This is an optimization exercise on Yosys and OpenROAD, whose aim is a short achievable clock period and few clock cycles, not a production implementation. Where RTL was checked, it was by simulation tests only, not by an equivalence proof against the original. Function not checked in runs 1 and 4 to 7: the RTL went through the layout flow alone. Power figures rest on the tool's default switching activity, not on a simulated workload.

[design.v]
module mips8_cpu(clk, rst, prog_len, imem_addr, imem_rdata, dmem_addr, dmem_rdata,
                 wb_en, wb_addr, wb_data, done, result);
   input clk;
   input rst;
   input [7:0] prog_len;
   output [7:0] imem_addr;
   input [31:0] imem_rdata;
   output [7:0] dmem_addr;
   input [7:0] dmem_rdata;
   output wb_en;
   output [4:0] wb_addr;
   output [7:0] wb_data;
   output done;
   output [7:0] result;
   localparam NB = 8;
   integer i, ia, ib;
   reg [7:0] len_r;
   always @(posedge clk) len_r <= prog_len;
   reg [7:0] rf [1:31];
   reg [7:0] A;
   reg       halted;
   reg       jrchk;
   reg [7:0] pcI;
   reg       vI;
   reg       predI;    
   reg [NB-1:0] idxI;
   reg       vD;
   reg [4:0] rsD, rtD, destD;
   reg [31:1] rsohD, rtohD;
   reg [7:0] immD, pcD, pc1D, tgtD;
   reg       adduD, sltD, jrD, beqD, bneD, jalD, lwD, addiuD, wenD, useRsD, useRtD;
   reg       pc1_geD;
   reg       sEs, sMs, sWs, sOs, sRs, sEt, sMt, sWt, sOt, sRt;
   reg       hzE, hzM;
   reg       predD;    
   reg       btbD;     
   reg [NB-1:0] idxD;
   reg       vE;
   reg [7:0] opA, opB, pcE, tgtE, next_eqE, next_neE;
   reg       redir_eqE, redir_neE, halt_eqE, halt_neE, tk_eqE, tk_neE;
   reg       sltE, jrE, brE, lwE, wenE;
   reg [4:0] destE;
   reg       predE;
   reg       btbE;
   reg [NB-1:0] idxE;
   reg       mV, mLoad;
   reg [4:0] mDest;
   reg [7:0] mRes;
   reg [7:0] dA;
   reg       wV, wLoad;
   reg [4:0] wDest;
   reg [7:0] wRes;
   reg       oV;
   reg [4:0] oDest;
   reg [7:0] oData;
   reg       done_r;
   reg [7:0] res_r;    
   reg       bv [0:NB-1];
   reg [7:0] btag [0:NB-1];
   reg [7:0] btgt [0:NB-1];
   reg [2:0] brr;
   reg       uAlloc, uInval;
   reg [7:0] uPc, uTgt;
   reg [NB-1:0] uIdx;
   wire [7:0] sum = opA + opB;
   wire       lt  = $signed(opA) < $signed(opB);
   wire [7:0] resE = sltE ? {7'b0, lt} : sum;
   wire       eq  = (opA == opB);
   wire       redirE = vE & (eq ? redir_eqE : redir_neE);
   wire       haltE  = vE & (eq ? halt_eqE : halt_neE);
   wire       takenE = eq ? tk_eqE : tk_neE;
   wire [7:0] wdata = wLoad ? dmem_rdata : wRes;
   wire skipM = mV & ~mLoad & ~wV;
   wire skipE = vE & wenE & ~lwE & ~mV & ~wV;
   function [7:0] rdrf;
      input [31:1] oh;
      integer k;
      begin
         rdrf = 8'd0;
         for (k = 1; k < 32; k = k + 1)
            rdrf = rdrf | (oh[k] ? rf[k] : 8'd0);
      end
   endfunction
   wire [7:0] rsv = ({8{sEs}} & resE) | ({8{sMs}} & mRes) | ({8{sWs}} & wdata)
                  | ({8{sOs}} & oData) | ({8{sRs}} & rdrf(rsohD));
   wire [7:0] rtv = ({8{sEt}} & resE) | ({8{sMt}} & mRes) | ({8{sWt}} & wdata)
                  | ({8{sOt}} & oData) | ({8{sRt}} & rdrf(rtohD));
   wire stallD = vD & (hzE | hzM);
   wire replayD = stallD & vI;
   wire tgt_geD = (tgtD >= len_r);
   wire tk_eqD = jalD | beqD;
   wire tk_neD = jalD | bneD;
   wire redir_eqD = jrD | (tk_eqD ? (~predD | tgt_geD) : (predD | pc1_geD));
   wire redir_neD = jrD | (tk_neD ? (~predD | tgt_geD) : (predD | pc1_geD));
   wire halt_eqD = ~jrD & (tk_eqD ? tgt_geD : pc1_geD);
   wire halt_neD = ~jrD & (tk_neD ? tgt_geD : pc1_geD);
   wire [31:0] ins = imem_rdata;
   wire [5:0] opI = ins[31:26];
   wire [5:0] fnI = ins[5:0];
   wire rformI = (opI == 6'b000000);
   wire adduI  = rformI & (fnI == 6'b100001);
   wire sltI   = rformI & (fnI == 6'b101010);
   wire jrI    = rformI & (fnI == 6'b001000);
   wire beqI   = (opI == 6'b000100);
   wire bneI   = (opI == 6'b000101);
   wire jalI   = (opI == 6'b000011);
   wire lwI    = (opI == 6'b010111);
   wire addiuI = (opI == 6'b001001);
   wire [4:0] rsI = ins[25:21];
   wire [4:0] rtI = ins[20:16];
   wire [4:0] destI = (adduI | sltI) ? ins[15:11] : (jalI ? 5'd31 : rtI);
   wire wenI = ((adduI | sltI) & (ins[15:11] != 5'd0)) | jalI | ((lwI | addiuI) & (rtI != 5'd0));
   wire [7:0] pc1I = pcI + 8'd1;
   wire [7:0] tgtI = jalI ? ins[7:0] : (pcI + ins[7:0]);
   wire useRsI = adduI | sltI | jrI | beqI | bneI | lwI | addiuI;
   wire useRtI = adduI | sltI | beqI | bneI;
   wire mDs = vD & wenD & (destD == rsI);
   wire mEs = vE & wenE & (destE == rsI);
   wire mMs = mV & (mDest == rsI);
   wire mWs = wV & (wDest == rsI);
   wire mDt = vD & wenD & (destD == rtI);
   wire mEt = vE & wenE & (destE == rtI);
   wire mMt = mV & (mDest == rtI);
   wire mWt = wV & (wDest == rtI);
   wire fEs = mDs;
   wire fMs = ~mDs & mEs & ~skipE;
   wire fWs = ~mDs & ~mEs & mMs & ~skipM;
   wire fOs = ~mDs & ((mEs & skipE) | (~mEs & mMs & skipM) | (~mEs & ~mMs & mWs));
   wire fEt = mDt;
   wire fMt = ~mDt & mEt & ~skipE;
   wire fWt = ~mDt & ~mEt & mMt & ~skipM;
   wire fOt = ~mDt & ((mEt & skipE) | (~mEt & mMt & skipM) | (~mEt & ~mMt & mWt));
   wire hzEI = vD & wenD & lwD & ((useRsI & (destD == rsI)) | (useRtI & (destD == rtI)));
   wire hzMI = vE & wenE & lwE & ((useRsI & (destE == rsI)) | (useRtI & (destE == rtI)));
   reg [31:1] rsohI, rtohI;
   always @(*) begin
      for (ia = 1; ia < 32; ia = ia + 1) begin
         rsohI[ia] = (rsI == ia);
         rtohI[ia] = (rtI == ia);
      end
   end
   wire [7:0] Aseq = A + 8'd1;
   reg [NB-1:0] ohN;
   reg [7:0] btN;
   always @(*) begin
      btN  = 8'd0;
      for (ib = 0; ib < NB; ib = ib + 1) begin
         ohN[ib] = bv[ib] && (btag[ib] == A);
         btN  = btN | (ohN[ib] ? btgt[ib] : 8'd0);
      end
   end
   reg       hitS, seqS;
   reg [NB-1:0] idxF;
   reg [7:0] btF;
   wire      hitF = hitS & seqS;
   wire haltF = jrchk;    
   localparam SP = 0;
   wire spI = (SP != 0) & vI & ~predI & ~stallD & (jalI | ((beqI | bneI) & ins[7]));
   wire [7:0] Apred = replayD ? pcI : (spI ? tgtI : (hitF ? btF : Aseq));
   wire [7:0] Xeq = (vE & redir_eqE) ? (jrE ? opA : next_eqE) : Apred;
   wire [7:0] Xne = (vE & redir_neE) ? (jrE ? opA : next_neE) : Apred;
   wire [7:0] Anext = eq ? Xeq : Xne;
   always @(posedge clk) begin
      A <= Anext;
      pcI <= A;
      predI <= hitF;
      idxI <= idxF;
      hitS <= |ohN;
      idxF <= ohN;
      btF <= btN;
      if (~stallD) begin
         rsD <= rsI;
         rtD <= rtI;
         destD <= destI;
         rsohD <= rsohI;
         rtohD <= rtohI;
         immD <= ins[7:0];
         pcD <= pcI;
         pc1D <= pc1I;
         tgtD <= tgtI;
         pc1_geD <= (pc1I >= len_r);
         adduD <= adduI;
         sltD <= sltI;
         jrD <= jrI;
         beqD <= beqI;
         bneD <= bneI;
         jalD <= jalI;
         lwD <= lwI;
         addiuD <= addiuI;
         wenD <= wenI;
         predD <= predI | spI;
         btbD <= predI;
         idxD <= idxI;
         useRsD <= useRsI;
         useRtD <= useRtI;
         sEs <= fEs;
         sMs <= fMs;
         sWs <= fWs;
         sOs <= fOs;
         sRs <= ~fEs & ~fMs & ~fWs & ~fOs;
         sEt <= fEt;
         sMt <= fMt;
         sWt <= fWt;
         sOt <= fOt;
         sRt <= ~fEt & ~fMt & ~fWt & ~fOt;
         hzE <= hzEI;
         hzM <= hzMI;
      end else begin
         sEs <= 1'b0; sMs <= sEs & ~skipE; sWs <= sMs & ~skipM;
         sOs <= (sEs & skipE) | (sMs & skipM) | sWs; sRs <= sRs | sOs;
         sEt <= 1'b0; sMt <= sEt & ~skipE; sWt <= sMt & ~skipM;
         sOt <= (sEt & skipE) | (sMt & skipM) | sWt; sRt <= sRt | sOt;
         hzE <= 1'b0;
         hzM <= hzE;
      end
      opA <= jalD ? pc1D : rsv;
      opB <= (addiuD | lwD) ? immD : (jalD ? 8'd0 : rtv);
      pcE <= pcD;
      tgtE <= tgtD;
      next_eqE <= tk_eqD ? tgtD : pc1D;
      next_neE <= tk_neD ? tgtD : pc1D;
      redir_eqE <= redir_eqD;
      redir_neE <= redir_neD;
      halt_eqE <= halt_eqD;
      halt_neE <= halt_neD;
      tk_eqE <= tk_eqD;
      tk_neE <= tk_neD;
      sltE <= sltD;
      jrE <= jrD;
      brE <= beqD | bneD | jalD;
      lwE <= lwD;
      wenE <= wenD;
      destE <= destD;
      predE <= predD;
      btbE <= btbD;
      idxE <= idxD;
      mLoad <= lwE;
      mDest <= destE;
      mRes <= resE;
      dA <= sum;
      wLoad <= mLoad;
      wDest <= mDest;
      wRes <= mRes;
      oDest <= wV ? wDest : (mV ? mDest : destE);
      oData <= wV ? wdata : (mV ? mRes : resE);
      uPc <= pcE;
      uTgt <= tgtE;
      uIdx <= idxE;
      if (uAlloc) begin
         btag[brr] <= uPc - 8'd1;
         btgt[brr] <= uTgt;
      end
      if (rst) begin
         halted <= 1'b0;
         jrchk <= 1'b0;
         vI <= 1'b0;
         vD <= 1'b0;
         vE <= 1'b0;
         mV <= 1'b0;
         wV <= 1'b0;
         oV <= 1'b0;
         done_r <= 1'b0;
         brr <= 3'd0;
         uAlloc <= 1'b0;
         uInval <= 1'b0;
         A <= 8'd0;
         seqS <= 1'b0;
         for (i = 0; i < NB; i = i + 1) bv[i] <= 1'b0;
         for (i = 1; i < 32; i = i + 1) rf[i] <= 8'd0;
         res_r <= 8'd0;
      end else begin
         halted <= halted | haltE | haltF;
         seqS <= ~redirE & ~replayD & ~spI & ~hitF;
         jrchk <= vE & jrE & (opA >= len_r);
         vI <= ~halted & ~haltE & ~haltF & ~redirE & ~replayD & ~spI;
         if (redirE) vD <= 1'b0;
         else if (~stallD) vD <= vI;
         vE <= vD & ~stallD & ~redirE;
         mV <= vE & wenE & ~skipE;
         wV <= mV & ~skipM;
         oV <= wV | skipM | skipE;
         if (oV) rf[oDest] <= oData;
         res_r <= (oV & (oDest == 5'd2)) ? oData : rf[2];
         done_r <= (halted | haltE | haltF) & ~(vE & wenE) & ~mV & ~wV;
         uAlloc <= vE & brE & takenE & ~btbE;
         uInval <= vE & brE & ~takenE & btbE;
         if (uAlloc) begin
            bv[brr] <= 1'b1;
            brr <= brr + 3'd1;
         end else if (uInval) begin
            for (i = 0; i < NB; i = i + 1)
               if (uIdx[i]) bv[i] <= 1'b0;
         end
      end
   end
   assign imem_addr = A;
   assign dmem_addr = dA;
   assign wb_en = oV;
   assign wb_addr = oDest;
   assign wb_data = oData;
   assign done = done_r;
   assign result = res_r;
endmodule
[run.sh]
#!/bin/bash
# synth_recipe.tcl (not shown) runs the flow's synth.tcl, then flattens the netlist and writes it again
# the make line also repeats each setting of config.mk as NAME=value (left out here)
make -C /OpenROAD-flow-scripts/flow DESIGN_CONFIG=/design/flow/config.mk WORK_HOME=/design/flow/orfs CLKGATE_MAP_FILE= SYNTH_SCRIPT=/design/flow/synth_recipe.tcl finish
[config.mk]
export PLATFORM = sky130hd
export DESIGN_NAME = mips8_cpu
export DESIGN_NICKNAME = mips8_cpu
export VERILOG_FILES = /design/flow/design.v
export SDC_FILE = /design/flow/constraint.sdc
export NUM_CORES = 4
export LEC_CHECK = 0
export CAP_MARGIN = 20
export CORE_MARGIN = 2
export CORE_UTILIZATION = 40
export PLACE_DENSITY = 0.6
export SETUP_SLACK_MARGIN = 3
export SLEW_MARGIN = 20
[constraint.sdc]
create_clock -name core_clock -period 5.0 [get_ports {clk}]
set_input_delay 1.0000 -clock core_clock [delete_from_list [all_inputs] [get_ports {clk}]]
set_output_delay 1.0000 -clock core_clock [all_outputs]
set_load 0.01 [all_outputs]
==> flow_summary.json, run 1 <==
{
  "status": "timing/DRC/antenna clean",
  "finalHoldViolations": 0,
  "netlist_top_cells_area": "edfxtp_1, dfxtp_1, and2_1",
  "drtPass1Iterations": 7,
  "p_sw_mw": 4.517,
  "p_clk_share_pct": 39.8,
  "root_buffer": "clkbuf_16",
  "cts_hold_buf": 0,
  "wl_um": 137800,
  "ios": 89,
  "synth_cell_types": 69,
  "fin_tns_setup_ps": 0,
  "grt_pass1_wl_um": 185200,
  "fin_crit_sh_pct": 52.53,
  "ys_seq_area_share_pct": 63.23,
  "syn-num-nets": 2631,
  "synth_largest_area_cell": "edfxtp_1",
  "crit_required_ps": 5520,
  "antenna_found_initial": 12,
  "endpoint_kind": "flop",
  "fp.coreArea_mm2": 0.07708,
  "syn_inst": 2529,
  "yosys_warnings": 1,
  "p_comb_share_pct": 16.0,
  "synthFlopType": "edfxtp_1",
  "syn_avg_cell_area_um2": 12.25,
  "rsz0062_at_grt": "true",
  "route.met2.wl_um": 57840,
  "cts_max_path_buffers": 3,
  "die_w_um": 282.3,
  "ys_top_cells_by_count": "edfxtp_1, and2_1, dfxtp_1, a22oi_1, nor2_1",
  "cts_buffers": 81,
  "switching_share_pct": 27.72,
  "nNetsFinal": 2991,
  "holdCritPathClass": "reg2reg",
  "clock_latency_ps": 660,
  "drt_iter0_markers": 3250,
  "ant_nets": 0,
  "yosysMostFrequentCell": "edfxtp_1",
  "report.final.slew_viol_count": 0,
  "viasPerCell": 6.087,
  "peakVddDrop_uv": 251.4,
  "cp_max_fo": 3,
  "grtUsageTotal_pct": 34.17,
  "dr_total_vias": 24372,
  "met3_length_um": 17040,
  "m1WireLength_um": 55400,
  "synth_top_area_share_pct": 47.79,
  "synth_area_mm2": 0.03098,
  "port_buffers": 85,
  "power.internal_mw": 11.78,
  "gp_congestion": 0.9884,
  "place_hpwl_um": 88550,
  "fmax_mhz": 380.8,
  "ctsHtreeMaxLevel": 3,
  "cap_violations": 0,
  "grt_pass1_vias": 23155,
  "grt_max_degree": 118,
  "drc": 0,
  "synth-edff-count": 493,
  "initial_core_util_pct": 40.19,
  "relSlewSlack_pct": 14.78,
  "routed.top_layer": "met5",
  "clock-skew-final_ps": 33.09,
  "drive_above_1_share_pct": 30.37,
  "cts_tree": "built",
  "wl_per_cell_um": 34.43,
  "fin_crit_ps": 2626,
  "worstMarginPinSlew_ps": 1277,
  "pwr_density_cell_mw_per_mm2": 397.4,
  "clk_pin_slew_ps": 60,
  "die-area_mm2": 0.07969,
  "cts.sinks": 732,
  "num_rows": 102,
  "async_reset_ff_share_pct": 0,
  "whs_ps": 323.4,
  "ys_ff_latch": 732,
  "syn_to_final_growth_pct": 32.37,
  "crit_arrival_ps": 3150,
  "setup_violations": 0,
  "power_leakage_nw": 15.51,
  "die_height_um": 282.3,
  "crit_type": "reg2reg",
  "start_kind": "flop",
  "seqPwrFrac_pct": 44.2,
  "overflow": 0
}
## final timing paths
path                            start        endpoint  slack, ps  cells past startpoint
setup / recovery  rtohD[14]$_DFFE_PN_  opB[1]$_DFF_P_       2370                      6
setup reg to reg  rtohD[14]$_DFFE_PN_  opB[1]$_DFF_P_       2370                      6
hold / removal         pcE[3]$_DFF_P_  uPc[3]$_DFF_P_        320                      0
hold reg to reg        pcE[3]$_DFF_P_  uPc[3]$_DFF_P_        320                      0
## what timing repair did
item | CTS | global route
gates cloned | 7 | 4
resized for setup | 544 | 178
buffers inserted | 234 | 67
pin swaps | 112 | 130
endpoints found under the setup margin | 610 | 205
## cell usage in the layout, fill, tap and decap left out, types with 19 or more instances in the layout
cell type / synthesis / routed
and2_1: 260 / 260
xnor2_1: 90 / 68
a22oi_2: 0 / 26
a22o_1: 42 / 41
dfxtp_1: 239 / 184
nor2_4: 0 / 32
nor3_1: 32 / 23
clkdlybuf4s50_1: 0 / 22
or2_4: 0 / 32
nand4_1: 47 / 47
nand3_1: 81 / 67
a221oi_2: 0 / 22
inv_1: 55 / 44
clkbuf_16: 0 / 90
xor2_1: 42 / 36
mux2i_1: 19 / 19
buf_12: 0 / 36
a22oi_1: 178 / 152
o21ai_0: 55 / 40
nor2_1: 174 / 137
a221oi_1: 48 / 24
xnor2_2: 0 / 21
a21oi_1: 69 / 61
buf_6: 2 / 81
dfxtp_2: 0 / 24
ha_1: 50 / 33
edfxtp_1: 493 / 493
buf_4: 2 / 255
nand2_1: 111 / 105
dfxtp_4: 0 / 31
## worst max-delay path, cell delays in order (launching register included)
cell	delay, ps
edfxtp_1	370
buf_6	160
a222oi_1	910
nand3_1	240
o41ai_2	420
nand3_1	170
a22o_1	220
## power by group through the flow
stage / clock [mW] / sequential [mW] / combinational [mW]
2_1_floorplan: 0 / 7.17 / 0.830
3_3_place_gp: 0 / 7.38 / 1.57
3_5_place_dp: 0 / 7.38 / 1.59
4_1_cts: 6.55 / 7.18 / 2.37
5_1_grt: 6.79 / 7.22 / 2.70
6_report: 6.48 / 7.20 / 2.61
## sequential cells by signal, indices dropped and copies added (netlist names), 31 cells and up
register  count
btgt         64
rsohD        31
rf          248
btag         64
rtohD        31
## kinds of logic (layout without fill, tap and decap cells)
kind of cell	count (synthesis)	after routing	synth area share, %
xor gates and xnor gates	132	132	3.732
other	0	7	0
AOI/OAI and AO/OA	526	526	12.48
muxes	35	35	1.208
DFF	732	732	63.23
buffers and inverters	212	639	2.726
and+or+nand+nor	840	841	14.48
adders and majority gates	52	52	2.149
## final cells by class
type	instances	area, um2
Antenna cell	7	17.52
Clock buffer	101	2310
Clock inverter	50	618.1
Fill cell	6531	36070
Inverter	55	227.7
Multi-Input combinational cell	1586	12470
Sequential cell	732	19740
Tap cell	1040	1301
Timing Repair Buffer	433	4332
## through the flow
| stage | power [mW] | instances | setup slack (ps) | instance area, um2 | utilization [%] |
|---|---|---|---|---|---|
| 2_1_floorplan | 8.005 | 2529 | 2143 | 31620 | - |
| 3_3_place_gp | 8.949 | 3534 | 1507 | 33310 | 43.21 |
| 3_5_place_dp | 8.974 | 3534 | 1453 | 33310 | 43.22 |
| 4_1_cts | 16.09 | 3926 | 2530 | 39680 | 51.47 |
| 5_1_grt | 16.72 | 3997 | 2241 | 40990 | 53.18 |
| 6_report | 16.30 | 4004 | 2374 | 41010 | 53.20 |
## routing by layer
layer / global-route usage, % / vias up
met1: 46.63 / 12186
met4: 15.76 / 4
met5: 0 / -
met2: 49.67 / 1650
li1: - / 10182
met3: 10.53 / 350
==> inputs of run 2 (changes only) <==
--- a/design.v
+++ b/design.v
@@ -112,8 +112,8 @@
    wire wenI = ((adduI | sltI) & (ins[15:11] != 5'd0)) | jalI | ((lwI | addiuI) & (rtI != 5'd0));
    wire [7:0] pc1I = pcI + 8'd1;
    wire [7:0] tgtI = jalI ? ins[7:0] : (pcI + ins[7:0]);
-   wire useRsI = adduI | sltI | jrI | beqI | bneI | lwI | addiuI;
-   wire useRtI = adduI | sltI | beqI | bneI;
+   wire useRsI = 1'b1;
+   wire useRtI = ~opI[5] & ~opI[4] & ~opI[3] & ~opI[1];
    wire mDs = vD & wenD & (destD == rsI);
    wire mEs = vE & wenE & (destE == rsI);
    wire mMs = mV & (mDest == rsI);
@@ -154,12 +154,19 @@
    reg [7:0] btF;
    wire      hitF = hitS & seqS;
    wire haltF = jrchk;    
-   localparam SP = 0;
-   wire spI = (SP != 0) & vI & ~predI & ~stallD & (jalI | ((beqI | bneI) & ins[7]));
-   wire [7:0] Apred = replayD ? pcI : (spI ? tgtI : (hitF ? btF : Aseq));
-   wire [7:0] Xeq = (vE & redir_eqE) ? (jrE ? opA : next_eqE) : Apred;
-   wire [7:0] Xne = (vE & redir_neE) ? (jrE ? opA : next_neE) : Apred;
-   wire [7:0] Anext = eq ? Xeq : Xne;
+   localparam SP = 1;
+   wire spOp = (opI == 6'b000011) | ((opI[5:1] == 5'b00010) & ins[7]);
+   wire spI = (SP != 0) & vI & ~predI & ~stallD & spOp;
+   wire [7:0] Abase = replayD ? pcI : (hitF ? btF : Aseq);
+   wire       spSel = spI & ~replayD;
+   wire [7:0] Apred = spSel ? tgtI : Abase;
+   wire [7:0] Ceq = jrE ? opA : next_eqE;
+   wire [7:0] Cne = jrE ? opA : next_neE;
+   wire       rEqA = vE & redir_eqE;
+   wire       rNeA = vE & redir_neE;
+   wire       rA = eq ? rEqA : rNeA;
+   wire [7:0] Cr = eq ? Ceq : Cne;
+   wire [7:0] Anext = rA ? Cr : Apred;
    always @(posedge clk) begin
       A <= Anext;
       pcI <= A;
--- a/config.mk
+++ b/config.mk
@@ -9,5 +9,5 @@
 export CORE_MARGIN = 2
 export CORE_UTILIZATION = 40
 export PLACE_DENSITY = 0.6
-export SETUP_SLACK_MARGIN = 3
+export SETUP_SLACK_MARGIN = 2.8
 export SLEW_MARGIN = 20
==> flow_summary.json, run 2 <==
{
  "wl_um": 132100,
  "syn_to_final_growth_pct": 26.08,
  "r2r-start": "rtohD[23]$_DFFE_PN_",
  "gp_congestion": 0.9858,
  "crit_arrival_ps": 2790,
  "setup_violations": 0,
  "viasPerCell": 6.057,
  "seq_area_mm2": 0.01972,
  "holdCritPathClass": "reg2reg",
  "root_buffer": "clkbuf_16",
  "die_w_um": 283.0,
  "grt_max_degree": 80,
  "power_leakage_nw": 14.61,
  "total_power_mw": 15.41,
  "num_rows": 102,
  "drive_above_1_share_pct": 24.17,
  "synth_top_area_share_pct": 47.64,
  "rsz0062_at_grt": "true",
  "cts_buffers": 80,
  "largest_reg_flops": 248,
  "clock_latency_ps": 660,
  "largest_register": "rf",
  "status": "timing/DRC/antenna clean",
  "synth-edff-count": 494,
  "place_hpwl_um": 89660,
  "top_regs": "rf x248, btag x64, btgt x64",
  "fin_tns_setup_ps": 0,
  "cts_tree": "built",
  "final_cell_mix": "edfxtp_1, and2_1, buf_4, dfxtp_1, nor2_1",
  "clock-skew-final_ps": 50.26,
  "crit_required_ps": 5500,
  "final_common_cell": "edfxtp_1",
  "fp.coreArea_mm2": 0.07721,
  "peakVddDrop_uv": 242.3,
  "relSlewSlack_pct": 18.71,
  "startpoint": "rtohD[23]$_DFFE_PN_",
  "async_reset_ff_share_pct": 0,
  "crit_type": "reg2reg",
  "multiInputGateArea_mm2": 0.01201,
  "start_kind": "flop",
  "synth_area_mm2": 0.03114,
  "cp_max_fo": 8,
  "grtUsageTotal_pct": 32.42,
  "netlist_top_cells_area": "edfxtp_1, dfxtp_1, and2_1",
  "cts.sinks": 733,
  "die-area_mm2": 0.08010,
  "cts_max_path_buffers": 3,
  "fin_crit_sh_pct": 45.74,
  "ctsHtreeMaxLevel": 3,
  "whs_ps": 321.9,
  "cts_hold_buf": 0,
  "nNetsFinal": 2919,
  "initial_core_util_pct": 40.33,
  "min_from": "idxE[5]$_DFF_P_",
  "syn_avg_cell_area_um2": 12.23,
  "pwr_density_cell_mw_per_mm2": 392.4,
  "placed_cells": 3581,
  "fill_cells": 6663,
  "fin_crit_ps": 2287,
  "finalHoldViolations": 0,
  "yosys_warnings": 1,
  "grt_pass1_wl_um": 181400,
  "cap_violations": 0,
  "clk_pin_slew_ps": 60,
  "grt_pass1_vias": 22796,
  "synthFlopType": "edfxtp_1",
  "ant_nets": 0,
  "drtPass1Iterations": 6,
  "endpoint_kind": "flop",
  "worstMarginPinSlew_ps": 1218,
  "antenna_found_initial": 7,
  "syn-num-nets": 2648,
  "synth_cell_types": 82,
  "yosysMostFrequentCell": "edfxtp_1",
  "ys_top_cells_by_count": "edfxtp_1, and2_1, dfxtp_1, nor2_1, a22oi_1",
  "drc": 0,
  "drt_iter0_markers": 2630,
  "port_buffers": 85,
  "synth_largest_area_cell": "edfxtp_1",
  "ys_ff_latch": 733,
  "report.final.slew_viol_count": 0,
  "fmax_mhz": 437.2,
  "die_height_um": 283.0,
  "dr_total_vias": 23772,
  "layoutNonFillerInstCount": 3925,
  "overflow": 0,
  "ys_seq_area_share_pct": 63.00,
  "syn_inst": 2546,
  "ios": 89,
  "wl_per_cell_um": 33.67
}
-- run 2: cell count changes in the layout (fill, tap and decap cells not counted), sizes merged, moves of 8 or more --
cell,previous run,this run
buf,392,309
a22o,42,53
nor2,174,192
or2,36,4
nand2,111,122
a22oi,178,157
a21o,14,6
nor3,38,46
nand3,81,61
o21ai,56,82
a221oi,48,61
clkbuf,105,116
-- run 2: where the power goes --
group / internal (mW) / switching, mW
logic: 0.856 / 1.38
registers: 6.82 / 0.312
clock network: 3.44 / 2.60
-- run 2: kinds of logic (layout without fill, tap and decap cells) --
kind of cell,count (synthesis),count (layout),share of synthesized area (%)
DFF,733,733,63.00
xor gates and xnor gates,131,131,3.709
muxes,35,35,1.181
other,0,1,0
adders and majority gates,52,52,2.138
and+or+nand+nor,823,823,14.09
AOI/OAI and AO/OA,552,552,13.05
buffers and inverters,220,558,2.837
-- run 2: worst paths after layout --
kind	end	slack [ps]	cells after the start
worst min-delay path	uIdx[5]$_DFF_P_	320	0
worst min register to register	uIdx[5]$_DFF_P_	320	0
worst max register to register	opB[3]$_DFF_P_	2710	4
worst max-delay path	opB[3]$_DFF_P_	2710	4
-- run 2: area by class of cell --
cell class	instances	share of cell area, %
Sequential cell	733	50.24
Multi-Input combinational cell	1593	30.58
Timing Repair Buffer	353	8.321
Clock buffer	107	5.749
Tap cell	1040	3.314
Clock inverter	42	1.170
Inverter	56	0.6214
Antenna cell	1	0.006373
-- run 2: repair_timing --
item	4_1_cts	5_1_grt
setup buffers	156	34
resized for setup	455	97
gates cloned	4	0
endpoints found under the setup margin	716	160
hold endpoints to repair	0	0
pin swaps	44	56
-- run 2: critical path: stages (launching register included) --
cell and delay [ps]:
edfxtp_1 650, a22oi_1 370, nand4_1 210, o41ai_4 760, a21oi_1 150
-- run 2: layer usage --
metal	GRT usage, %	routed length [um]	vias to the layer above
met5	0.3571	88	-
met4	16.26	8254	8
met3	6.570	10910	369
met2	52.65	61470	1316
met1	41.20	51420	12007
li1	-	-	10072
-- run 2: through the flow --
| stage | util [%] | setup slack [ps] | cell area [um2] |
|---|---|---|---|
| 2_1_floorplan | - | 2493 | 31590 |
| 3_3_place_gp | 43.53 | 1068 | 33610 |
| 3_5_place_dp | 43.53 | 1013 | 33610 |
| 4_1_cts | 50.09 | 2678 | 38680 |
| 5_1_grt | 50.85 | 2616 | 39260 |
| 6_report | 50.85 | 2713 | 39260 |
Testbench counts of run 2, summed over its fixed seeds: cycles 28,874.
==> inputs of run 3 (changes only) <==
--- a/config.mk
+++ b/config.mk
@@ -9,5 +9,5 @@
 export CORE_MARGIN = 2
 export CORE_UTILIZATION = 40
 export PLACE_DENSITY = 0.6
-export SETUP_SLACK_MARGIN = 2.8
+export SETUP_SLACK_MARGIN = 3
 export SLEW_MARGIN = 20
==> flow_summary.json, run 3 <==
{
  "netlist_top_cells_area": "edfxtp_1, dfxtp_1, and2_1",
  "rsz0062_at_grt": "true",
  "slowest_delay_ps": 680,
  "grt_max_degree": 80,
  "drc": 0,
  "drive_above_1_share_pct": 31.40,
  "die_w_um": 283.0,
  "clock-skew-final_ps": 42.47,
  "relSlewSlack_pct": 12.89,
  "dr_total_vias": 24368,
  "largest_reg_flops": 248,
  "fill_cells": 6432,
  "power_leakage_nw": 15.66,
  "port_buffers": 85,
  "cts.sinks": 733,
  "yosysMostFrequentCell": "edfxtp_1",
  "viasPerCell": 6.024,
  "grtUsageTotal_pct": 33.49,
  "syn-num-nets": 2648,
  "die-area_mm2": 0.08010,
  "fin_area_mm2": 0.04163,
  "ff2ff_setup_slack_ps": 2710,
  "clock_latency_ps": 670,
  "seq_area_mm2": 0.01976,
  "status": "timing/DRC/antenna clean",
  "fmax_mhz": 437.2,
  "multiInputGateArea_mm2": 0.01272,
  "nNetsFinal": 3038,
  "fp.coreArea_mm2": 0.07721,
  "cpLargestDelayFamily": "compound AO/OA/AOI/OAI gates",
  "pwr_density_cell_mw_per_mm2": 387.1,
  "fin_tns_setup_ps": 0,
  "ant_nets": 0,
  "syn_avg_cell_area_um2": 12.23,
  "cts_tree": "built",
  "antenna_found_initial": 10,
  "ios": 89,
  "cts_max_path_buffers": 3,
  "timing.final.ws_setup_ps": 2713,
  "grt_pass1_vias": 23700,
  "ys_seq_area_share_pct": 63.00,
  "drtPass1Iterations": 9,
  "fin_crit_ps": 2287,
  "root_buffer": "clkbuf_16",
  "wl_um": 137300,
  "place_hpwl_um": 89730,
  "path_buf_inv": 1,
  "synth_area_mm2": 0.03114,
  "yosys_warnings": 1,
  "ys_ff_latch": 733,
  "overflow": 0,
  "r2r_cells": 6,
  "num_rows": 102,
  "report.final.slew_viol_count": 0,
  "synth_top_area_share_pct": 47.64,
  "path_depth": 6,
  "gp_congestion": 1.005,
  "path_cells": "buf_6 > a222oi_1 > nand3_1 > o41ai_4 > nand3_2 > a22o_1",
  "endpoint_kind": "flop",
  "start_kind": "flop",
  "ys_top_cells_by_count": "edfxtp_1, and2_1, dfxtp_1, nor2_1, a22oi_1",
  "drt_iter0_markers": 2759,
  "async_reset_ff_share_pct": 0,
  "crit_type": "reg2reg",
  "final_cell_mix": "edfxtp_1, buf_4, and2_1, dfxtp_1, nor2_1",
  "dp_slack_ps": 1416,
  "ctsHtreeMaxLevel": 3,
  "holdPathStages": 0,
  "crit_arrival_ps": 2830,
  "synth_largest_area_cell": "edfxtp_1",
  "synth-edff-count": 494,
  "placed_area_mm2": 0.03363,
  "peakVddDrop_uv": 244.6,
  "finalHoldViolations": 0,
  "worstMarginPinSlew_ps": 1305,
  "cap_violations": 0,
  "crit_slowest_cell": "o41ai_4",
  "setup_violations": 0,
  "cts_buffers": 81,
  "final_common_cell": "edfxtp_1",
  "syn_to_final_growth_pct": 33.69,
  "clk_pin_slew_ps": 60,
  "synth_cell_types": 82,
  "fin_util_pct": 53.92,
  "synthFlopType": "edfxtp_1",
  "grt_pass1_wl_um": 187400,
  "largest_register": "rf",
  "syn_inst": 2546,
  "cp_max_fo": 2,
  "top_regs": "rf x248, btag x64, btgt x64",
  "crit_required_ps": 5540,
  "wl_per_cell_um": 33.94,
  "initial_core_util_pct": 40.33,
  "holdCritPathClass": "reg2reg",
  "die_height_um": 283.0,
  "fin_crit_sh_pct": 45.74
}
==> run 3: logic make-up after synthesis <==
logic type / count (synthesis) / synth area share [%]
XOR/XNOR: 131 / 3.709
AO/OA/AOI/OAI: 552 / 13.05
flip-flops: 733 / 63.00
AND/OR/NAND/NOR: 823 / 14.09
multiplexers: 35 / 1.181
adder cells (fa/ha/maj): 52 / 2.138
buffers and inverters: 220 / 2.837
==> run 3: worst reg2reg max path, cell delays in order (launching register included) <==
cell and delay [ps]:
edfxtp_1 450, buf_6 170, a222oi_1 270, nand3_1 210, o41ai_4 690, nand3_2 200, a22o_1 210
==> run 3: routing by layer <==
layer / vias to the layer above / global-route usage, % / share of wire (%)
met3: 400 / 6.876 / 9.1
li1: 10301 / - / -
met2: 1429 / 53.35 / 46
met1: 12236 / 42.25 / 38
met4: 2 / 19.76 / 7.1
met5: - / 0 / 0.0087
==> run 3: what timing repair did <==
action | in CTS | in global routing
pin swaps | 148 | 107
buffers inserted | 297 | 34
gates resized for setup | 656 | 137
hold buffers | 0 | 0
setup endpoints to repair | 776 | 179
gates cloned | 6 | 0
==> run 3: power breakdown <==
group	switching [mW]	internal, mW
Sequential	0.310	6.83
Clock	2.63	3.80
Combinational	1.51	1.04
Total	4.45	11.7
==> run 3: final cells by class <==
class / instances / area share [%]
Clock buffer: 111 / 5.557
Timing Repair inverter: 2 / 0.04207
Inverter: 56 / 0.5981
Clock inverter: 39 / 1.367
Sequential cell: 733 / 47.45
Timing Repair Buffer: 469 / 11.28
Tap cell: 1040 / 3.126
Antenna cell: 2 / 0.01202
Multi-Input combinational cell: 1593 / 30.56
==> run 3: final timing paths <==
check / startpoint / end
worst min register to register: idxE[0]$_DFF_P_ / uIdx[0]$_DFF_P_
worst max register to register: rtohD[27]$_DFFE_PN_ / opB[2]$_DFF_P_
worst min-delay path: idxE[0]$_DFF_P_ / uIdx[0]$_DFF_P_
worst max-delay path: rtohD[27]$_DFFE_PN_ / opB[2]$_DFF_P_
==> run 3: metrics by stage <==
step | hold WS, ps | power, mW | cells
2_1_floorplan | 309.6 | 7.951 | 2546
6_report | 309.4 | 16.12 | 4045
3_5_place_dp | 312.1 | 8.920 | 3556
3_3_place_gp | 310.5 | 8.899 | 3556
4_1_cts | 319.9 | 15.93 | 4009
5_1_grt | 319.7 | 16.51 | 4043
==> inputs of run 4 (changes only) <==
--- a/design.v
+++ b/design.v
@@ -62,9 +62,50 @@
    reg       uAlloc, uInval;
    reg [7:0] uPc, uTgt;
    reg [NB-1:0] uIdx;
-   wire [7:0] sum = opA + opB;
-   wire       lt  = $signed(opA) < $signed(opB);
-   wire [7:0] resE = sltE ? {7'b0, lt} : sum;
+   function [8:0] add8;    
+      input [7:0] a;
+      input [7:0] b;
+      input       cin;
+      reg [7:0] g, p, g1, p1, g2, p2, g3;
+      reg [8:0] c;
+      integer n;
+      begin
+         g = a & b;
+         p = a ^ b;
+         g[0] = g[0] | (p[0] & cin);
+         g1 = g; p1 = p;
+         for (n = 1; n < 8; n = n + 1) begin
+            g1[n] = g[n] | (p[n] & g[n-1]);
+            p1[n] = p[n] & p[n-1];
+         end
+         g2 = g1; p2 = p1;
+         for (n = 2; n < 8; n = n + 1) begin
+            g2[n] = g1[n] | (p1[n] & g1[n-2]);
+            p2[n] = p1[n] & p1[n-2];
+         end
+         g3 = g2;
+         for (n = 4; n < 8; n = n + 1)
+            g3[n] = g2[n] | (p2[n] & g2[n-4]);
+         c[0] = cin;
+         for (n = 1; n < 9; n = n + 1)
+            c[n] = g3[n-1];
+         add8 = {c[8], p ^ c[7:0]};
+      end
+   endfunction
+   function ge8;
+      input [7:0] a;
+      input [7:0] b;
+      reg [8:0] t;
+      begin
+         t = add8(a, ~b, 1'b1);
+         ge8 = t[8];
+      end
+   endfunction
+   wire [8:0] sumc = add8(opA, opB, 1'b0);
+   wire [7:0] sum = sumc[7:0];
+   wire [8:0] difc = add8(opA, ~opB, 1'b1);
+   wire       lt  = (opA[7] & ~opB[7]) | (~(opA[7] ^ opB[7]) & difc[7]);
+   wire [7:0] resE = {sum[7:1] & {7{~sltE}}, sltE ? lt : sum[0]};
    wire       eq  = (opA == opB);
    wire       redirE = vE & (eq ? redir_eqE : redir_neE);
    wire       haltE  = vE & (eq ? halt_eqE : halt_neE);
@@ -87,7 +128,7 @@
                   | ({8{sOt}} & oData) | ({8{sRt}} & rdrf(rtohD));
    wire stallD = vD & (hzE | hzM);
    wire replayD = stallD & vI;
-   wire tgt_geD = (tgtD >= len_r);
+   wire tgt_geD = ge8(tgtD, len_r);
    wire tk_eqD = jalD | beqD;
    wire tk_neD = jalD | bneD;
    wire redir_eqD = jrD | (tk_eqD ? (~predD | tgt_geD) : (predD | pc1_geD));
@@ -110,10 +151,12 @@
    wire [4:0] rtI = ins[20:16];
    wire [4:0] destI = (adduI | sltI) ? ins[15:11] : (jalI ? 5'd31 : rtI);
    wire wenI = ((adduI | sltI) & (ins[15:11] != 5'd0)) | jalI | ((lwI | addiuI) & (rtI != 5'd0));
-   wire [7:0] pc1I = pcI + 8'd1;
-   wire [7:0] tgtI = jalI ? ins[7:0] : (pcI + ins[7:0]);
-   wire useRsI = 1'b1;
-   wire useRtI = ~opI[5] & ~opI[4] & ~opI[3] & ~opI[1];
+   wire [8:0] pc1Ic = add8(pcI, 8'd0, 1'b1);
+   wire [7:0] pc1I = pc1Ic[7:0];
+   wire [8:0] brtI = add8(pcI, ins[7:0], 1'b0);
+   wire [7:0] tgtI = jalI ? ins[7:0] : brtI[7:0];
+   wire useRsI = adduI | sltI | jrI | beqI | bneI | lwI | addiuI;
+   wire useRtI = adduI | sltI | beqI | bneI;
    wire mDs = vD & wenD & (destD == rsI);
    wire mEs = vE & wenE & (destE == rsI);
    wire mMs = mV & (mDest == rsI);
@@ -139,7 +182,8 @@
          rtohI[ia] = (rtI == ia);
       end
    end
-   wire [7:0] Aseq = A + 8'd1;
+   wire [8:0] Aseqc = add8(A, 8'd0, 1'b1);
+   wire [7:0] Aseq = Aseqc[7:0];
    reg [NB-1:0] ohN;
    reg [7:0] btN;
    always @(*) begin
@@ -155,8 +199,7 @@
    wire      hitF = hitS & seqS;
    wire haltF = jrchk;    
    localparam SP = 1;
-   wire spOp = (opI == 6'b000011) | ((opI[5:1] == 5'b00010) & ins[7]);
-   wire spI = (SP != 0) & vI & ~predI & ~stallD & spOp;
+   wire spI = (SP != 0) & vI & ~predI & ~stallD & (jalI | ((beqI | bneI) & ins[7]));
    wire [7:0] Abase = replayD ? pcI : (hitF ? btF : Aseq);
    wire       spSel = spI & ~replayD;
    wire [7:0] Apred = spSel ? tgtI : Abase;
@@ -185,7 +228,7 @@
          pcD <= pcI;
          pc1D <= pc1I;
          tgtD <= tgtI;
-         pc1_geD <= (pc1I >= len_r);
+         pc1_geD <= ge8(pc1I, len_r);
          adduD <= adduI;
          sltD <= sltI;
          jrD <= jrI;
@@ -278,7 +321,7 @@
       end else begin
          halted <= halted | haltE | haltF;
          seqS <= ~redirE & ~replayD & ~spI & ~hitF;
-         jrchk <= vE & jrE & (opA >= len_r);
+         jrchk <= vE & jrE & ge8(opA, len_r);
          vI <= ~halted & ~haltE & ~haltF & ~redirE & ~replayD & ~spI;
          if (redirE) vD <= 1'b0;
          else if (~stallD) vD <= vI;
--- a/config.mk
+++ b/config.mk
@@ -5,6 +5,7 @@
 export SDC_FILE = /design/flow/constraint.sdc
 export NUM_CORES = 4
 export LEC_CHECK = 0
+export ABC_CLOCK_PERIOD_IN_PS = 2000
 export CAP_MARGIN = 20
 export CORE_MARGIN = 2
 export CORE_UTILIZATION = 40
==> flow_summary.json, run 4 <==
{
  "timing.final.ws_setup_ps": 2099,
  "ff2ff_setup_slack_ps": 2100,
  "fp.coreArea_mm2": 0.07708,
  "netlist_top_cells_area": "edfxtp_1, dfxtp_1, and2_1",
  "crit_arrival_ps": 3450,
  "synth_cell_types": 81,
  "wl_um": 136300,
  "clk_pin_slew_ps": 60,
  "setup_violations": 0,
  "whs_ps": 319.9,
  "power.internal_mw": 11.56,
  "holdCritPathClass": "reg2reg",
  "grt_max_degree": 80,
  "endpoint_kind": "flop",
  "fmax_mhz": 344.7,
  "root_buffer": "clkbuf_16",
  "drt_iter0_markers": 3341,
  "seqPwrFrac_pct": 44.8,
  "p_sw_mw": 4.463,
  "viasPerCell": 6.182,
  "switching_share_pct": 27.86,
  "cts_max_path_buffers": 3,
  "ys_top_cells_by_count": "edfxtp_1, and2_1, dfxtp_1, nor2_1, a22oi_1",
  "worstMarginPinSlew_ps": 1235,
  "initial_core_util_pct": 40.25,
  "placed_area_mm2": 0.03358,
  "synth_largest_area_cell": "edfxtp_1",
  "syn-num-nets": 2610,
  "die_w_um": 282.5,
  "wl_per_cell_um": 34.49,
  "ctsHtreeMaxLevel": 3,
  "dr_total_vias": 24433,
  "syn_inst": 2510,
  "min_from": "idxF[5]$_DFF_P_",
  "place_hpwl_um": 87690,
  "yosysMostFrequentCell": "edfxtp_1",
  "fin_crit_ps": 2901,
  "grt_pass1_vias": 23094,
  "top_regs": "rf x248, btag x64, btgt x64",
  "drive_above_1_share_pct": 29.89,
  "power_leakage_nw": 15.15,
  "crit_type": "reg2reg",
  "grtUsageTotal_pct": 33.48,
  "clock_latency_ps": 660,
  "cts_hold_buf": 0,
  "p_comb_share_pct": 15.5,
  "total_power_mw": 16.02,
  "nNetsFinal": 2941,
  "r2r-start": "opA[0]$_DFF_P_",
  "cts_buffers": 81,
  "r2r_cells": 13,
  "finalHoldViolations": 0,
  "final_cell_mix": "edfxtp_1, and2_1, buf_4, dfxtp_1, a22oi_1",
  "drtPass1Iterations": 7,
  "die_height_um": 282.5,
  "cts_tree": "built",
  "syn_avg_cell_area_um2": 12.36,
  "port_buffers": 85,
  "overflow": 0,
  "crit_required_ps": 5550,
  "fin_crit_sh_pct": 58.01,
  "yosys_warnings": 1,
  "num_rows": 102,
  "synth-edff-count": 494,
  "largest_register": "rf",
  "dp_slack_ps": 1565,
  "ys_seq_area_share_pct": 63.24,
  "cap_violations": 0,
  "ys_ff_latch": 733,
  "synth_area_mm2": 0.03102,
  "async_reset_ff_share_pct": 0,
  "synth_top_area_share_pct": 47.81,
  "peakVddDrop_uv": 285.2,
  "final_common_cell": "edfxtp_1",
  "seq_area_mm2": 0.01976,
  "multiInputGateArea_mm2": 0.01234,
  "holdPathStages": 0,
  "clock-skew-final_ps": 39.61,
  "fill_cells": 6546,
  "syn_to_final_growth_pct": 29.98,
  "die-area_mm2": 0.07981,
  "ios": 89,
  "drc": 0,
  "synthFlopType": "edfxtp_1",
  "hold_path_end": "idxI[5]$_DFF_P_",
  "fin_area_mm2": 0.04033,
  "relSlewSlack_pct": 17.58,
  "ant_nets": 0,
  "gp_congestion": 1.018,
  "rsz0062_at_grt": "true",
  "status": "timing/DRC/antenna clean",
  "p_clk_share_pct": 39.7,
  "r2r_end": "opB[0]$_DFF_P_",
  "cp_max_fo": 3,
  "start_kind": "flop",
  "cts.sinks": 733,
  "fin_tns_setup_ps": 0,
  "grt_pass1_wl_um": 182200,
  "pwr_density_cell_mw_per_mm2": 397.3,
  "antenna_found_initial": 12,
  "largest_reg_flops": 248,
  "report.final.slew_viol_count": 0
}
run 4: cell count changes in the layout (fill, tap and decap cells not counted), sizes merged, moves of 8 or more:
cell    delta
nor2      -18
xnor2      -8
inv        -8
a211oi    +12
a21oi     -19
o21ai     -30
or2       +36
buf       -68
run 4: worst max-delay path, stage by stage (launching register included):
cell and delay, ps:
dfxtp_4 370, inv_1 80, ha_2 220, nor2b_4 110, o21a_1 130, o21a_1 150, o21ai_2 80, a21oi_2 150
a211oi_2 60, fa_2 320, mux2_4 300, a222oi_1 360, nand3_1 200, a22o_1 270
run 4: through the flow:
step | util [%] | instances
CTS | 50.67 | 3880
global route | 52.30 | 3948
floorplan | - | 2510
finish | 52.32 | 3952
global placement | 43.55 | 3549
detailed placement | 43.56 | 3549
run 4: power groups by stage:
stage	Clock, mW	Sequential (mW)	Combinational, mW
finish	6.36	7.18	2.48
global route	6.64	7.19	2.54
CTS	6.40	7.16	2.17
detailed placement	0	7.28	1.64
global placement	0	7.27	1.62
floorplan	0	7.13	0.798
run 4: worst max-delay path by stage:
stage / to / cells after the start / slack (ps) / from
global placement: A[6]$_SDFF_PP0_ / 8 / 1610 / imem_rdata[30]
finish: opB[0]$_DFF_P_ / 13 / 2100 / opA[0]$_DFF_P_
global route: opB[0]$_DFF_P_ / 13 / 2030 / opB[1]$_DFF_P_
detailed placement: A[6]$_SDFF_PP0_ / 8 / 1560 / imem_rdata[30]
floorplan: opB[0]$_DFF_P_ / 13 / 2480 / opB[1]$_DFF_P_
CTS: opB[0]$_DFF_P_ / 12 / 2160 / opA[1]$_DFF_P_
run 4: what timing repair did:
item / in CTS / in global routing
cloned: 4 / 2
pin swaps: 98 / 114
buffers inserted: 178 / 65
gates resized for setup: 548 / 178
setup endpoints to repair: 746 / 198
endpoints found under the hold margin: 0 / 0
run 4: kinds of logic after synthesis:
group	share of synthesized area, %
AOI/OAI and AO/OA	12.21
xor gates and xnor gates	3.670
adders and majority gates	2.089
buffers and inverters	2.634
DFF	63.24
muxes	1.375
and+or+nand+nor	14.78
run 4: layout make-up:
cell class	instances	share of cell area, %
repair buffers	405	9.488
flip-flops and latches	733	49.00
inverters	47	0.5150
repair inverters	1	0.02172
clock buffers	114	6.000
clock inverters	35	1.111
multi-input cells	1572	30.61
well taps	1040	3.227
diodes	5	0.03103
run 4: per-layer routing:
metal,share of wire (%),vias up,track usage [%]
met5,0.078,-,0.6105
met4,6.5,10,19.96
met3,11,426,10.95
met2,42,1646,47.74
met1,40,12305,44.19
li1,-,10046,-
==> inputs of run 5 (changes only) <==
--- a/config.mk
+++ b/config.mk
@@ -8,7 +8,7 @@
 export ABC_CLOCK_PERIOD_IN_PS = 2000
 export CAP_MARGIN = 20
 export CORE_MARGIN = 2
-export CORE_UTILIZATION = 40
-export PLACE_DENSITY = 0.6
+export CORE_UTILIZATION = 50
+export PLACE_DENSITY = 0.7
 export SETUP_SLACK_MARGIN = 3
 export SLEW_MARGIN = 20
==> flow_summary.json, run 5 <==
{
  "status": "timing/DRC/antenna clean",
  "ios": 89,
  "drc": 0,
  "synth-xor-area-share_pct": 3.670,
  "synth_fa_ha_area_share_pct": 2.089,
  "grt_pass1_wl_um": 178600,
  "pwr_density_cell_mw_per_mm2": 388.7,
  "synth-simple-area-share_pct": 14.78,
  "drtPass1Iterations": 9,
  "clock-skew-final_ps": 36.38,
  "muxShareOfSynthArea_pct": 1.375,
  "die-area_mm2": 0.06406,
  "syn-num-nets": 2610,
  "whs_ps": 321.5,
  "synth_cell_types": 81,
  "slowest_delay_ps": 390,
  "cpLargestDelayFamily": "compound AO/OA/AOI/OAI gates",
  "r2r_cells": 13,
  "hold_path_end": "uTgt[2]$_DFF_P_",
  "endpoint_kind": "flop",
  "finalHoldViolations": 0,
  "num_rows": 91,
  "die_w_um": 253.1,
  "fmax_mhz": 347.7,
  "largest_register": "rf",
  "ant_nets": 0,
  "power_leakage_nw": 14.90,
  "yosys_warnings": 1,
  "ctsHtreeMaxLevel": 3,
  "peakVddDrop_uv": 253.9,
  "largest_reg_flops": 248,
  "antenna_found_initial": 6,
  "holdPathStages": 0,
  "ff2ff_setup_slack_ps": 2120,
  "fill_cells": 4503,
  "relSlewSlack_pct": 13.29,
  "syn_inst": 2510,
  "r2r_end": "opB[0]$_DFF_P_",
  "ys_ff_latch": 733,
  "synth_area_mm2": 0.03102,
  "synth_largest_area_cell": "edfxtp_1",
  "cp_max_fo": 2,
  "place_hpwl_um": 86100,
  "r2r-start": "opA[0]$_DFF_P_",
  "die_height_um": 253.1,
  "min_from": "tgtE[2]$_DFF_P_",
  "root_buffer": "clkbuf_16",
  "synth_top_family_by_area": "simple AND/OR/NAND/NOR gates",
  "fin_tns_setup_ps": 0,
  "path_cells": "inv_2 > ha_2 > nor2b_4 > o21a_1 > o21a_1 > o21ai_2 > a21oi_2 > a211oi_2 > fa_2 > mux2_4 > a222oi_1 > nand3_1 > a22o_1",
  "total_power_mw": 15.39,
  "synth-edff-count": 494,
  "cts.sinks": 733,
  "cpMostUsedCell": "o21a_1",
  "yosysMostFrequentCell": "edfxtp_1",
  "overflow": 0,
  "netlist_top_cells_area": "edfxtp_1, dfxtp_1, and2_1",
  "synthFlopType": "edfxtp_1",
  "wl_um": 132200,
  "synth-compound-area-share_pct": 12.21,
  "clk_pin_slew_ps": 60,
  "gp_congestion": 1.084,
  "synth_top_area_share_pct": 47.81,
  "rsz0062_at_grt": "true",
  "crit_slowest_cell": "dfxtp_4",
  "worstMarginPinSlew_ps": 1299,
  "async_reset_ff_share_pct": 0,
  "clock_latency_ps": 650,
  "fp.coreArea_mm2": 0.06148,
  "grtUsageTotal_pct": 40.76,
  "port_buffers": 85,
  "crit_type": "reg2reg",
  "drive_above_1_share_pct": 30.25,
  "final_common_cell": "edfxtp_1",
  "fin_crit_ps": 2876,
  "ys_seq_area_share_pct": 63.24,
  "holdCritPathClass": "reg2reg",
  "nNetsFinal": 2915,
  "report.final.slew_viol_count": 0,
  "drt_iter0_markers": 4031,
  "viasPerCell": 6.679,
  "setup_violations": 0,
  "initial_core_util_pct": 50.46,
  "path_buf_inv": 1,
  "wl_per_cell_um": 36.00,
  "cts_tree": "built",
  "syn_to_final_growth_pct": 27.63,
  "grt_max_degree": 61,
  "syn_avg_cell_area_um2": 12.36,
  "cts_max_path_buffers": 3,
  "crit_required_ps": 5520,
  "dr_total_vias": 24524,
  "ys_top_cells_by_count": "edfxtp_1, and2_1, dfxtp_1, nor2_1, a22oi_1",
  "cts_buffers": 77,
  "crit_arrival_ps": 3400,
  "start_kind": "flop",
  "top_regs": "rf x248, btag x64, btgt x64",
  "fin_crit_sh_pct": 57.52,
  "grt_pass1_vias": 23181,
  "cap_violations": 0,
  "final_cell_mix": "edfxtp_1, and2_1, buf_4, dfxtp_1, a22oi_1"
}
-- run 5: metrics by stage --
step | instances | utilization (%) | instance area [um2] | worst slack [ps]
global route | 3669 | 64.39 | 39590 | 1987
finish | 3672 | 64.40 | 39600 | 2124
detailed placement | 3271 | 53.77 | 33060 | 1476
global placement | 3271 | 53.75 | 33050 | 1524
floorplan | 2510 | - | 31600 | 2481
CTS | 3627 | 62.88 | 38660 | 2206
-- run 5: logic make-up after synthesis --
group	count (synthesis)
xor+xnor	130
mux	40
fa+ha+maj	50
compound gates	502
buf+inv	205
simple gates	850
flops	733
-- run 5: worst max path at each step --
stage | to | startpoint | cells after the start
3_3_place_gp | A[6]$_SDFF_PP0_ | imem_rdata[30] | 8
6_report | opB[0]$_DFF_P_ | opA[0]$_DFF_P_ | 13
5_1_grt | opB[0]$_DFF_P_ | opA[0]$_DFF_P_ | 13
3_5_place_dp | A[6]$_SDFF_PP0_ | imem_rdata[30] | 8
2_1_floorplan | opB[0]$_DFF_P_ | opB[1]$_DFF_P_ | 13
4_1_cts | imem_addr[0] | A[0]$_SDFF_PP0_ | 1
-- run 5: cell type report --
type | count | area, um2 | share of cell area [%]
sequential | 733 | 19750 | 49.87
multi-input combinational | 1573 | 12620 | 31.87
timing repair buffer | 383 | 3527 | 8.907
clock buffer | 110 | 2187 | 5.523
tap | 790 | 988.4 | 2.496
clock inverter | 33 | 326.6 | 0.8247
inverter | 47 | 195.2 | 0.4929
antenna | 3 | 7.507 | 0.01896
-- run 5: worst reg2reg max path, stage by stage, from the launching register on --
cell      delay [ps]
dfxtp_4          390
inv_2             80
ha_2             220
nor2b_4          110
o21a_1           120
o21a_1           130
o21ai_2           60
a21oi_2          170
a211oi_2          70
fa_2             340
mux2_4           310
a222oi_1         320
nand3_1          200
a22o_1           270
-- run 5: per-layer routing --
layer | share of wire (%) | routed length (um) | up-vias | global-route usage (%)
li1 | - | - | 9997 | -
met2 | 40 | 53250 | 1923 | 55.88
met3 | 15 | 19860 | 393 | 17.96
met4 | 5.9 | 7764 | 6 | 19.27
met1 | 39 | 51240 | 12205 | 55.02
met5 | 0.049 | 65 | - | 0.3089
-- run 5: repair_timing --
item                                    in CTS  in global routing
cloned                                       2                  1
hold buffers                                 0                  0
resized for setup                          608                137
setup buffers                              211                 41
pin swaps                                  115                 88
endpoints found under the setup margin     730                218
-- run 5: power by group --
part	switching [mW]	internal, mW	total [mW]	leakage, nW
Sequential	0.346	6.83	7.17	7.10
Combinational	1.51	0.953	2.46	6.56
Clock	2.47	3.28	5.76	1.23
Total	4.33	11.1	15.4	14.9
==> inputs of run 6 (changes only) <==
--- a/design.v
+++ b/design.v
@@ -103,8 +103,7 @@
    endfunction
    wire [8:0] sumc = add8(opA, opB, 1'b0);
    wire [7:0] sum = sumc[7:0];
-   wire [8:0] difc = add8(opA, ~opB, 1'b1);
-   wire       lt  = (opA[7] & ~opB[7]) | (~(opA[7] ^ opB[7]) & difc[7]);
+   wire       lt  = ~ge8({~opA[7], opA[6:0]}, {~opB[7], opB[6:0]});
    wire [7:0] resE = {sum[7:1] & {7{~sltE}}, sltE ? lt : sum[0]};
    wire       eq  = (opA == opB);
    wire       redirE = vE & (eq ? redir_eqE : redir_neE);
--- a/config.mk
+++ b/config.mk
@@ -8,7 +8,7 @@
 export ABC_CLOCK_PERIOD_IN_PS = 2000
 export CAP_MARGIN = 20
 export CORE_MARGIN = 2
-export CORE_UTILIZATION = 50
-export PLACE_DENSITY = 0.7
+export CORE_UTILIZATION = 40
+export PLACE_DENSITY = 0.6
 export SETUP_SLACK_MARGIN = 3
 export SLEW_MARGIN = 20
==> flow_summary.json, run 6 <==
{
  "status": "timing/DRC/antenna clean",
  "grt_pass1_wl_um": 182000,
  "timing.final.ws_setup_ps": 2492,
  "fin_tns_setup_ps": 0,
  "port_buffers": 85,
  "syn_to_final_growth_pct": 30.78,
  "start_kind": "flop",
  "worstMarginPinSlew_ps": 1189,
  "ff2ff_setup_slack_ps": 2490,
  "dr_total_vias": 24120,
  "crit_arrival_ps": 3060,
  "rsz0062_at_grt": "true",
  "synth_area_mm2": 0.03091,
  "holdCritPathClass": "reg2reg",
  "min_from": "idxE[0]$_DFF_P_",
  "cts_tree": "built",
  "drc": 0,
  "gp_congestion": 1.014,
  "cp_max_fo": 4,
  "wl_um": 135400,
  "crit_type": "reg2reg",
  "relSlewSlack_pct": 20.64,
  "clk_pin_slew_ps": 60,
  "cts_max_path_buffers": 3,
  "synth-edff-count": 494,
  "synth_largest_area_cell": "edfxtp_1",
  "num_rows": 101,
  "peakVddDrop_uv": 300.7,
  "die_w_um": 282.0,
  "finalHoldViolations": 0,
  "ant_nets": 0,
  "cts.sinks": 733,
  "clock-skew-final_ps": 27.11,
  "final_cell_mix": "edfxtp_1, buf_4, and2_1, dfxtp_1, nor2_1",
  "die_height_um": 282.0,
  "antenna_found_initial": 8,
  "clock_latency_ps": 660,
  "pwr_density_cell_mw_per_mm2": 389.7,
  "largest_reg_flops": 248,
  "endpoint_kind": "flop",
  "grtUsageTotal_pct": 33.51,
  "drt_iter0_markers": 3366,
  "setup_violations": 0,
  "nNetsFinal": 2925,
  "ys_ff_latch": 733,
  "fin_crit_ps": 2508,
  "crit_required_ps": 5560,
  "final_common_cell": "edfxtp_1",
  "power_leakage_nw": 15.24,
  "seqPwrFrac_pct": 45.4,
  "top_regs": "rf x248, btag x64, btgt x64",
  "fin_crit_sh_pct": 50.15,
  "grt_max_degree": 80,
  "drive_above_1_share_pct": 29.56,
  "startpoint": "opA[0]$_DFF_P_",
  "ys_top_cells_by_count": "edfxtp_1, and2_1, dfxtp_1, nor2_1, a22oi_1",
  "synth_top_area_share_pct": 48.00,
  "syn-num-nets": 2588,
  "fin_area_mm2": 0.04042,
  "yosysMostFrequentCell": "edfxtp_1",
  "viasPerCell": 6.144,
  "p_clk_share_pct": 39.9,
  "syn_avg_cell_area_um2": 12.42,
  "power.internal_mw": 11.37,
  "report.final.slew_viol_count": 0,
  "async_reset_ff_share_pct": 0,
  "syn_inst": 2489,
  "ctsHtreeMaxLevel": 3,
  "multiInputGateArea_mm2": 0.01228,
  "largest_register": "rf",
  "yosys_warnings": 1,
  "cts_buffers": 80,
  "synthFlopType": "edfxtp_1",
  "die-area_mm2": 0.07951,
  "fp.coreArea_mm2": 0.07620,
  "cap_violations": 0,
  "seq_area_mm2": 0.01975,
  "place_hpwl_um": 85850,
  "wl_per_cell_um": 34.48,
  "fill_cells": 6448,
  "grt_pass1_vias": 23200,
  "r2r-start": "opA[0]$_DFF_P_",
  "placed_area_mm2": 0.03328,
  "ios": 89,
  "netlist_top_cells_area": "edfxtp_1, dfxtp_1, and2_1",
  "fmax_mhz": 398.8,
  "overflow": 0,
  "p_sw_mw": 4.379,
  "p_comb_share_pct": 14.7,
  "switching_share_pct": 27.80,
  "root_buffer": "clkbuf_16",
  "initial_core_util_pct": 40.56,
  "synth_cell_types": 72,
  "drtPass1Iterations": 7,
  "ys_seq_area_share_pct": 63.48,
  "dp_slack_ps": 1411,
  "cts_hold_buf": 0
}
-- run 6: cell count changes after synthesis, sizes merged, moves of 8 or more --
cell and delta:
a21oi +25, a221oi +10, a22o +9, a22oi -20
buf -8, clkbuf +12, nand2 -21, nor3 -9
nor4 +8, xnor2 -20, xor2 +24
-- run 6: critical path, stage by stage, from the launching register on --
cell and delay [ps]:
dfxtp_4 360, ha_4 170, fa_2 350, nor2b_4 140
or3_4 340, a21oi_4 190, o21bai_4 90, xor2_4 180
or3b_4 400, a32oi_2 210
-- run 6: kinds of logic after synthesis --
family / Yosys count / synth area share, %
AO/OA/AOI/OAI: 509 / 12.20
XOR/XNOR: 134 / 3.797
adder cells (fa/ha/maj): 49 / 2.032
buffers and inverters: 205 / 2.874
flip-flops: 733 / 63.48
multiplexers: 38 / 1.287
AND/OR/NAND/NOR: 821 / 14.33
-- run 6: per-stage QoR --
stage,power (mW),utilization (%),instances,hold slack (ps)
global route,16.13,53.03,3923,323.0
global placement,8.794,43.67,3498,311.1
detailed placement,8.818,43.67,3498,312.1
CTS,15.59,51.41,3857,309.3
finish,15.75,53.04,3926,315.8
floorplan,7.893,-,2489,309.6
-- run 6: cell type report --
type	instances	area share, %
antenna	4	0.02476
timing repair buffer	415	10.10
sequential	733	48.86
inverter	43	0.4829
tap	1030	3.188
clock buffer	99	5.414
clock inverter	49	1.557
multi-input combinational	1553	30.37
-- run 6: metal layers --
metal  vias to the layer above  part of all wire (%)  GRT usage (%)  routed length, um
li1                       9990                     -              -                  -
met1                     12168                    39          44.24              53390
met2                      1555                    42          48.87              57090
met3                       403                    12          10.47              15840
met4                         4                   6.7          18.62               9042
met5                         -                 0.015              0                 20
-- run 6: final timing paths --
path / to / cells after the start
worst min-delay path: uIdx[0]$_DFF_P_ / 0
worst min register to register: uIdx[0]$_DFF_P_ / 0
worst max register to register: opA[6]$_DFF_P_ / 9
worst max-delay path: opA[6]$_DFF_P_ / 9
-- run 6: power groups by stage --
stage / logic (mW) / registers (mW) / clock network, mW
6_report: 2.31 / 7.15 / 6.29
5_1_grt: 2.37 / 7.17 / 6.58
4_1_cts: 2.11 / 7.13 / 6.35
3_5_place_dp: 1.52 / 7.30 / 0
3_3_place_gp: 1.51 / 7.29 / 0
2_1_floorplan: 0.765 / 7.13 / 0
-- run 6: repair_timing --
item	in CTS	in global routing
cloned	4	4
buffers inserted	207	61
pin swaps	100	98
resized for setup	563	136
endpoints found under the setup margin	676	218
==> inputs of run 7 (changes only) <==
--- a/config.mk
+++ b/config.mk
@@ -5,7 +5,7 @@
 export SDC_FILE = /design/flow/constraint.sdc
 export NUM_CORES = 4
 export LEC_CHECK = 0
-export ABC_CLOCK_PERIOD_IN_PS = 2000
+export ABC_CLOCK_PERIOD_IN_PS = 1200
 export CAP_MARGIN = 20
 export CORE_MARGIN = 2
 export CORE_UTILIZATION = 40
==> flow_summary.json, run 7 <==
{
  "start_kind": "flop",
  "wl_um": 135400,
  "die_w_um": 282.0,
  "power_leakage_nw": 15.24,
  "clk_pin_slew_ps": 60,
  "async_reset_ff_share_pct": 0,
  "root_buffer": "clkbuf_16",
  "fin_crit_ps": 2508,
  "ios": 89,
  "fmax_mhz": 398.8,
  "crit_required_ps": 5560,
  "grt_pass1_wl_um": 182000,
  "holdCritPathClass": "reg2reg",
  "netlist_top_cells_area": "edfxtp_1, dfxtp_1, and2_1",
  "ant_nets": 0,
  "place_hpwl_um": 85850,
  "yosysMostFrequentCell": "edfxtp_1",
  "placed_area_mm2": 0.03328,
  "synthFlopType": "edfxtp_1",
  "ys_top_cells_by_count": "edfxtp_1, and2_1, dfxtp_1, nor2_1, a22oi_1",
  "wl_per_cell_um": 34.48,
  "synth_cell_types": 72,
  "cts_hold_buf": 0,
  "largest_register": "rf",
  "crit_type": "reg2reg",
  "drt_iter0_markers": 3366,
  "syn_avg_cell_area_um2": 12.42,
  "grt_max_degree": 80,
  "rsz0062_at_grt": "true",
  "synth_area_mm2": 0.03091,
  "dp_slack_ps": 1411,
  "antenna_found_initial": 8,
  "ys_seq_area_share_pct": 63.48,
  "clock-skew-final_ps": 27.11,
  "yosys_warnings": 1,
  "num_rows": 101,
  "fin_crit_sh_pct": 50.15,
  "syn-num-nets": 2588,
  "met3_length_um": 15840,
  "largest_reg_flops": 248,
  "gp_congestion": 1.014,
  "cts_max_path_buffers": 3,
  "timing.final.ws_setup_ps": 2492,
  "synth-simple-area-share_pct": 14.33,
  "endpoint_kind": "flop",
  "syn_inst": 2489,
  "relSlewSlack_pct": 20.64,
  "top_regs": "rf x248, btag x64, btgt x64",
  "clock_latency_ps": 660,
  "ctsHtreeMaxLevel": 3,
  "die_height_um": 282.0,
  "crit_arrival_ps": 3060,
  "synth-edff-count": 494,
  "fin_tns_setup_ps": 0,
  "cap_violations": 0,
  "dr_total_vias": 24120,
  "cp_max_fo": 4,
  "viasPerCell": 6.144,
  "ys_ff_latch": 733,
  "synth_fa_ha_area_share_pct": 2.032,
  "status": "timing/DRC/antenna clean",
  "cts.sinks": 733,
  "placed_cells": 3498,
  "cts_tree": "built",
  "final_cell_mix": "edfxtp_1, buf_4, and2_1, dfxtp_1, nor2_1",
  "final_common_cell": "edfxtp_1",
  "synth_top_family_by_area": "simple AND/OR/NAND/NOR gates",
  "muxShareOfSynthArea_pct": 1.287,
  "fin_area_mm2": 0.04042,
  "synth_largest_area_cell": "edfxtp_1",
  "syn_to_final_growth_pct": 30.78
}
run 7: cell counts after synthesis:
No cell type changed its count.
run 7: final timing paths:
| kind | startpoint | endpoint | slack [ps] | depth (start not counted) |
|---|---|---|---|---|
| max | opA[0]$_DFF_P_ | opA[6]$_DFF_P_ | 2490 | 9 |
| min reg2reg | idxE[0]$_DFF_P_ | uIdx[0]$_DFF_P_ | 320 | 0 |
| max reg2reg | opA[0]$_DFF_P_ | opA[6]$_DFF_P_ | 2490 | 9 |
| min | idxE[0]$_DFF_P_ | uIdx[0]$_DFF_P_ | 320 | 0 |
run 7: per-layer routing:
metal	track usage [%]	up-vias
li1	-	9990
met1	44.24	12168
met2	48.87	1555
met3	10.47	403
met4	18.62	4
met5	0	-
run 7: critical path, cell delays in order, from the launching register on:
cell,delay (ps)
dfxtp_4,360
ha_4,170
fa_2,350
nor2b_4,140
or3_4,340
a21oi_4,190
o21bai_4,90
xor2_4,180
or3b_4,400
a32oi_2,210
run 7: timing repair:
action                                  in CTS  in global routing
gates cloned                                 4                  4
pin swaps                                  100                 98
resized for setup                          563                136
endpoints found under the setup margin     676                218
endpoints found under the hold margin        0                  0
setup buffers                              207                 61
run 7: cells by family after synthesis:
family / after synthesis
muxes: 38
AOI/OAI and AO/OA: 509
xor gates and xnor gates: 134
and+or+nand+nor: 821
adders and majority gates: 49
DFF: 733
buffers and inverters: 205
run 7: cell type report:
class,instances,area [um2]
clock inverters,49,629.4
clock buffers,99,2188
inverters,43,195.2
repair buffers,415,4083
well taps,1030,1289
diodes,4,10.01
flip-flops and latches,733,19750
fillers,6448,35780
multi-input cells,1553,12280
run 7: report_power, final:
part / switching (mW) / leakage (nW) / internal, mW / total, mW
combinational: 1.40 / 6.77 / 0.905 / 2.31
clock: 2.65 / 1.36 / 3.64 / 6.29
sequential: 0.326 / 7.10 / 6.83 / 7.15
total: 4.38 / 15.2 / 11.4 / 15.8
run 7: metrics by stage:
step	util, %	total power, mW
after CTS	51.41	15.59
after global routing	53.03	16.13
after detailed placement	43.67	8.818
after floorplan	-	7.893
after global placement	43.67	8.794
final	53.04	15.75

Check on run 7: ideal ports give 2.492 ns setup slack; a clkbuf_16 on the clock port and buf_2 on the inputs give 2.492 ns; moving port delays by the midpoint clock arrival (0.716 ns) as well gives 2.034 ns.
